Background: an optimization exercise with open tools, aiming at a short achievable clock period and few clock cycles. Do not read the settings as production practice. Only simulation tests tie the RTL to the original design; equivalence was not proved. Power and IR drop assume default switching activity.

== rev 12 ==
// proc
module proc (
   halt, imem_addr, dmem_addr, dmem_wdata, dmem_we,
   clk, rst, imem_rdata, dmem_rdata
   );
   input clk;
   input rst;
   output [15:0] imem_addr;
   input [15:0] imem_rdata;
   output [15:0] dmem_addr, dmem_wdata;
   output dmem_we;
   input [15:0] dmem_rdata;
   output halt;
   localparam BTB_N  = 16;               
   reg [15:0] pc;
   reg        d_valid;
   reg [15:0] d_instr;
   reg [15:0] d_pc;
   reg        d_hit;         
   reg        d_ptaken;      
   reg [15:0] d_ptgt;        
   reg [7:0]  d_rs1h, d_rt1h;    
   reg        e_valid;
   reg        e_wr;
   reg [2:0]  e_dst;
   reg        e_load, e_store, e_halt;
   reg        e_bcond;       
   reg        e_jr;          
   reg        e_imm0;        
   reg [1:0]  e_bop;         
   reg        e_ctl;         
   reg        e_dtaken;      
   reg        e_ret;         
   reg        e_ptaken;
   reg [15:0] e_pc, e_pc2, e_target;
  ...
Settings: LEC_CHECK=0, ABC_CLOCK_PERIOD_IN_PS=2500, CAP_MARGIN=20, CORE_MARGIN=2, CORE_UTILIZATION=40, SETUP_SLACK_MARGIN=5, SLEW_MARGIN=20; clock period 10.0 ns.
standard.sh (not shown) runs the stock make flow with config.mk's settings and CLKGATE_MAP_FILE= SYNTH_SCRIPT=/design/flow/synth_recipe.tcl, a recipe that flattens the netlist after the stock synthesis.
==> flow/flow/run.sh <==
#!/bin/bash
# The standard layout, with two changes to how it is made (the clock
# period and the constraints are unchanged):
#  - repair_timing aims for a larger setup margin;
#  - synthesis leaves adders to ABC instead of mapping them to the
#    library's full/half adder cells (registers are unchanged).
sed 's/SETUP_SLACK_MARGIN=[0-9.]*/SETUP_SLACK_MARGIN=7 ADDER_MAP_FILE=/' standard.sh > standard_margin.sh
bash standard_margin.sh > standard.log 2>&1
Testbench counts of rev 12, summed over its fixed seeds: cycles 91,433.
The inputs of rev 13 differ from those of rev 12 as listed below.
--- a/flow/design.v
+++ b/flow/design.v
@@ -5,17 +5,17 @@
    input clk;
    input rst;
    output [15:0] imem_addr;
    input [15:0] imem_rdata;
    output [15:0] dmem_addr, dmem_wdata;
    output dmem_we;
    input [15:0] dmem_rdata;
    output halt;
-   localparam BTB_N  = 16;               
+   localparam BTB_N  = 8;               
    reg [15:0] pc;
    reg        d_valid;
    reg [15:0] d_instr;
    reg [15:0] d_pc;
    reg        d_hit;         
    reg        d_ptaken;      
    reg [15:0] d_ptgt;        
    reg [7:0]  d_rs1h, d_rt1h;    
@@ -56,17 +56,17 @@
    reg [15:0] rf  [0:7];
    reg        rfz [0:7];
    reg [15:0] ras;
    reg [BTB_N-1:0]  btb_v;
    reg [14:0]       btb_tag [0:BTB_N-1];    
    reg [15:0]       btb_tgt [0:BTB_N-1];
    reg [1:0]        btb_ctr [0:BTB_N-1];
    reg              btb_ret [0:BTB_N-1];
-   reg [3:0]        btb_rr;
+   reg [2:0]        btb_rr;
    reg        p_valid;
    reg [15:0] p_tgt;
    reg        rst_r;
    reg        u_en, u_taken, u_ret;
    reg [15:0] u_pc, u_tgt;
    assign imem_addr = pc;
    reg [BTB_N-1:0] f_hitv;
    reg [BTB_N-1:0] f_tkv;
@@ -393,27 +393,27 @@
    end
    wire u_match = |u_hitv;
    wire [1:0] u_inc = (u_ctr == 2'b11) ? 2'b11 : u_ctr + 2'b01;
    wire [1:0] u_dec = (u_ctr == 2'b00) ? 2'b00 : u_ctr - 2'b01;
    integer j;
    always @(posedge clk) begin
       if (rst) begin
          btb_v  <= {BTB_N{1'b0}};
-         btb_rr <= 4'd0;
+         btb_rr <= 3'd0;
       end else if (u_en) begin
          if (u_match) begin
             for (j = 0; j < BTB_N; j = j + 1) if (u_hitv[j]) begin
                btb_tgt[j] <= u_taken ? u_tgt : btb_tgt[j];
                btb_ret[j] <= u_taken ? u_ret : btb_ret[j];
                btb_ctr[j] <= u_taken ? u_inc : u_dec;
             end
          end else if (u_taken) begin
             btb_v[btb_rr]   <= 1'b1;
             btb_tag[btb_rr] <= u_pc[15:1];
             btb_tgt[btb_rr] <= u_tgt;
             btb_ret[btb_rr] <= u_ret;
             btb_ctr[btb_rr] <= 2'b11;
-            btb_rr <= btb_rr + 4'd1;
+            btb_rr <= btb_rr + 3'd1;
          end
       end
    end
 endmodule
[summary]
- Rev 13 finished end to end and its layout was clean on timing, DRC and antenna.
- The xor-xnor portion of the synthesized cell area number comes out higher for rev 12 vs rev 13.
- On rev 13: relative area change from synthesis to final layout is 4.1 points lower than what rev 12 gave.
- Going from rev 12 to rev 13, compound-cell area share of the yosys netlist grows by 1.9 points.
- Data required time at the worst endpoint (higher): rev 12
- The final reports for rev 13 and rev 12 show maximum fanout along the worst path lower in the former.
- Sequential power: rev 13 < rev 12
- Rev 13 against rev 12: share of the clock period used by the worst path after layout moved down; combinational share of power moved up; number of tap cells inserted moved down; met2 layer wire length in the routed design moved down; utilization moved down.
- Re total placed cells including tap cells: rev 13 is about 20% down on rev 12.
- Leakage power figure, rev 13 vs rev 12: down by more than a quarter
- In the tables for rev 12 and rev 13, final cell count reads higher with rev 12.
Testbench counts of rev 13, summed over its fixed seeds: cycles 91,842.

[separate check: timing with driven ports]
In the flow no input, the clock included, has a driving cell. The finished layouts below were timed again as built, in two steps.
Step 1: set_driving_cell puts a clkbuf_16 on clk and a buf_2 on each other input, an assumption about the parent block.
Step 2 times the ports against the registers' clock, not the clock port: input delays grow and output delays shrink by t, the midpoint of the rising clock arrivals with the driver on.
a / b / c = ideal ports / drivers / drivers and shift; a / b = the first two.
run	t, ns	setup slack, ns	hold WS [ns]
rev 12	0.837	6.539 / 6.503 / 5.944	0.325 / 0.325 / 0.325
rev 13	0.757	6.677 / 6.606 / 6.005	0.324 / 0.324 / 0.324
After both steps setup and hold are still met in every run listed. The setup slack of rev 13, which loses most, moves by -0.071 ns with the drivers and by -0.672 ns with both steps.
